From an optimization exercise on the open Yosys and OpenROAD flow, aimed at a short achievable clock period and few clock cycles; shortcuts taken in it are not production practice. In this exercise RTL edits were held to simulation tests only and were not proved equivalent to the original. Power figures rest on the tool's default switching activity, not on a simulated workload.

== the previous run ==
==> flow/design.v (excerpt) <==
module cpu (
    input         clk,
    input         reset,
    output [31:0] iaddr,
    input  [31:0] idata,
    output [31:0] daddr,
    input  [31:0] drdata,
    output [31:0] dwdata,
    output [3:0]  dwe
);
Size: about 92,000 um^2 of cells after synthesis.
==> module rsel32, before the edit <==
module rsel32 (
    input      [31:0]   sel,
    input      [1023:0] words,      
    output     [31:0]   q
);
    genvar b, w;
    generate
        for (b = 0; b < 32; b = b + 1) begin : col
            wire [31:0] bits;
            assign bits[0] = 1'b0;
            for (w = 1; w < 32; w = w + 1) begin : word
                assign bits[w] = words[32 * w + b];
            end
            assign q[b] = |(sel & bits);
        end
    endgenerate
endmodule
export LEC_CHECK = 0
export CAP_MARGIN = 20
export CORE_MARGIN = 2
export CORE_UTILIZATION = 55
export SLEW_MARGIN = 20
export SYNTH_HIERARCHICAL = 1
export SYNTH_MINIMUM_KEEP_SIZE = 0
export TNS_END_PERCENT = 100
create_clock -name core_clock -period 10.0 [get_ports {clk}]
standard.sh (not shown) runs the stock make flow with config.mk's settings and CLKGATE_MAP_FILE= SYNTH_SCRIPT=/design/flow/synth_recipe.tcl, a recipe that flattens the netlist after the stock synthesis.
==> flow/flow/run.sh <==
#!/bin/bash
set -eo pipefail
bash standard.sh "BUFFER_PORTS_ARGS=-buffer_cell sky130_fd_sc_hd__buf_4" \
    SETUP_SLACK_MARGIN=5.8 finish > make.log 2>&1
Testbench counts of the previous run, summed over its fixed seeds: cycles 96,386.
[inputs] the current run vs the previous run
-- flow/design.v --
<<< the previous run, line 156
    output     [31:0]   q
);
    genvar b, w;
    generate
        for (b = 0; b < 32; b = b + 1) begin : col
            wire [31:0] bits;
            assign bits[0] = 1'b0;
            for (w = 1; w < 32; w = w + 1) begin : word
                assign bits[w] = words[32 * w + b];
            end
            assign q[b] = |(sel & bits);
        end
    endgenerate
endmodule
module dummydecoder (
>>> the current run, line 156
    output     [31:0]   q
);
    genvar b, k;
    generate
        for (b = 0; b < 32; b = b + 1) begin : col
            wire [15:0] t_n;             
            wire [7:0]  p;               
            wire [3:0]  u_n;             
            wire [1:0]  v;               
            g_nand2 t0 (.a(sel[1]), .b(words[32 + b]), .y(t_n[0]));
            for (k = 1; k < 16; k = k + 1) begin : l1
                g_aoi22 t (.a(sel[2 * k]), .b(words[64 * k + b]),
                           .c(sel[2 * k + 1]), .d(words[64 * k + 32 + b]), .y(t_n[k]));
            end
            for (k = 0; k < 8; k = k + 1) begin : l2
                g_nand2 g (.a(t_n[2 * k]), .b(t_n[2 * k + 1]), .y(p[k]));
            end
            for (k = 0; k < 4; k = k + 1) begin : l3
                g_nor2 g (.a(p[2 * k]), .b(p[2 * k + 1]), .y(u_n[k]));
            end
            for (k = 0; k < 2; k = k + 1) begin : l4
                g_nand2 g (.a(u_n[2 * k]), .b(u_n[2 * k + 1]), .y(v[k]));
            end
            g_or2 o (.a(v[0]), .b(v[1]), .y(q[b]));
        end
    endgenerate
endmodule
module g_aoi22 (input a, input b, input c, input d, output y);
    assign y = ~((a & b) | (c & d));
endmodule
module g_nand2 (input a, input b, output y);
    assign y = ~(a & b);
endmodule
module g_nor2 (input a, input b, output y);
    assign y = ~(a | b);
endmodule
module g_or2 (input a, input b, output y);
    assign y = a | b;
endmodule
module dummydecoder (
### Flow results
Going from the previous run to the current run, number of cells after detailed placement grew by a little under 10%. Comparing delay of the slowest cell on the worst path for the current run and the previous run, the bigger number came from the current run. Hold slack: the current run vs the previous run, no meaningful difference. Taking the previous run as the reference, in the current run non-clock buffer count now sits lower, final core utilization essentially unchanged, maximum frequency moved down, all-layer global routing usage now sits lower, quantity of gates resized following cts lower. Comparing the current run and the previous run, total area of multi-input combinational cells is higher on the current run. In the reports for the current run and the previous run, the smaller post-route worst setup slack belongs to the current run. On multi-input combinational gate total: the current run sits above the previous run. Against the previous run as the reference, the current run delivers a higher fraction of final layout cells with drive strength greater than 1. Lower proportion of power drawn by combinational gates was reported by the previous run, not the current run.
Testbench counts of the current run, summed over its fixed seeds: cycles 96,386.

---

Starting RTL as in the previous note.
Settings: LEC_CHECK=0, CAP_MARGIN=20, CORE_MARGIN=2, CORE_UTILIZATION=55, SLEW_MARGIN=20, SYNTH_HIERARCHICAL=1, SYNTH_MINIMUM_KEEP_SIZE=0, TNS_END_PERCENT=100; clock period 10.0 ns.
==> flow/flow/run.sh <==
#!/bin/bash
set -eo pipefail
bash standard.sh "BUFFER_PORTS_ARGS=-buffer_cell sky130_fd_sc_hd__buf_4" \
    SETUP_SLACK_MARGIN=5.8 "IO_CONSTRAINTS=$PWD/flow/io.tcl" finish > make.log 2>&1
==> flow/flow/io.tcl <==
# Place reset and the four dwe outputs next to each other, mid-way up the
# right edge of the die: dwe depends combinationally on reset.
set die [ord::get_die_area]
set x1 [lindex $die 2]
set ymid [expr { ([lindex $die 1] + [lindex $die 3]) / 2.0 }]
set i 0
foreach p {dwe[0] dwe[1] reset dwe[2] dwe[3]} {
  place_pin -pin_name $p -layer met3 -pin_size {0.8 0.3} -force_to_die_boundary \
    -location [list $x1 [expr { $ymid + ($i - 2) * 2.72 }]]
  incr i
}
The baseline produced a clean layout.
Testbench counts at the start, summed over its fixed seeds: cycles 96,386.
Then changed:
--- a/flow/design.v
+++ b/flow/design.v
@@ -152,24 +152,49 @@
 endmodule
 module rsel32 (
     input      [31:0]   sel,
     input      [1023:0] words,      
     output     [31:0]   q
 );
-    genvar b, w;
+    genvar b, k;
     generate
         for (b = 0; b < 32; b = b + 1) begin : col
-            wire [31:0] bits;
-            assign bits[0] = 1'b0;
-            for (w = 1; w < 32; w = w + 1) begin : word
-                assign bits[w] = words[32 * w + b];
+            wire [15:0] t_n;             
+            wire [7:0]  p;               
+            wire [3:0]  u_n;             
+            wire [1:0]  v;               
+            g_nand2 t0 (.a(sel[1]), .b(words[32 + b]), .y(t_n[0]));
+            for (k = 1; k < 16; k = k + 1) begin : l1
+                g_aoi22 t (.a(sel[2 * k]), .b(words[64 * k + b]),
+                           .c(sel[2 * k + 1]), .d(words[64 * k + 32 + b]), .y(t_n[k]));
             end
-            assign q[b] = |(sel & bits);
+            for (k = 0; k < 8; k = k + 1) begin : l2
+                g_nand2 g (.a(t_n[2 * k]), .b(t_n[2 * k + 1]), .y(p[k]));
+            end
+            for (k = 0; k < 4; k = k + 1) begin : l3
+                g_nor2 g (.a(p[2 * k]), .b(p[2 * k + 1]), .y(u_n[k]));
+            end
+            for (k = 0; k < 2; k = k + 1) begin : l4
+                g_nand2 g (.a(u_n[2 * k]), .b(u_n[2 * k + 1]), .y(v[k]));
+            end
+            g_or2 o (.a(v[0]), .b(v[1]), .y(q[b]));
         end
     endgenerate
 endmodule
+module g_aoi22 (input a, input b, input c, input d, output y);
+    assign y = ~((a & b) | (c & d));
+endmodule
+module g_nand2 (input a, input b, output y);
+    assign y = ~(a & b);
+endmodule
+module g_nor2 (input a, input b, output y);
+    assign y = ~(a | b);
+endmodule
+module g_or2 (input a, input b, output y);
+    assign y = a | b;
+endmodule
 module dummydecoder (
     input  [31:0] instr,
     output        is_lui,
     output        is_auipc,
     output        is_jal,
     output        is_jalr,
=> Wire length drops slightly. Utilization hardly moves. Critical path depth went up by 2. Non-clock buffer count came out lower by 15. Count of clock-buffer cells in the layout grows by 10. Fmax is lower slightly. Clock skew shrinks by 0.017 ns. Cell count rises by a few percent. First-iteration DRC count went down by about a fifth. Die area is higher by a few percent. Synthesized cell count goes up by a few percent. Design area climbs by a few percent.
Testbench counts after the change, summed over its fixed seeds: cycles 96,386.

## what the ideal ports hide
No port has a modelled driver above. Below, the same layouts with a new extraction and two added sets of constraints.
Step 1: set_driving_cell puts a clkbuf_16 on clk and a buf_2 on each other input, an assumption about the parent block.
Step 2, shift: input delay + t, output delay - t, t = (earliest + latest rising clock arrival at the registers) / 2. This alone moves slack from input paths to output paths.
a / b / c = ideal / step 1 / step 2; a / b = the first two.
| run | t (ns) | setup WS [ns] | worst setup path after step 2 | worst slew at a driven data input, ns |
|---|---|---|---|---|
| the previous run | 0.952 | 5.640 / 5.546 / 4.723 | input to register | 0.28 |
| the current run | 0.914 | 5.435 / 5.374 / 4.797 | input to register | 0.15 |
| the first run of note 2 | 0.939 | 5.629 / 5.580 / 4.743 | input to register | 0.27 |
| the second run of note 2 | 0.924 | 5.604 / 5.591 / 4.728 | input to register | 0.19 |
After both steps setup and hold are still met in every run listed. For the previous run, which loses most, drivers alone change the setup slack by -0.094 ns; drivers and shift together by -0.917 ns.
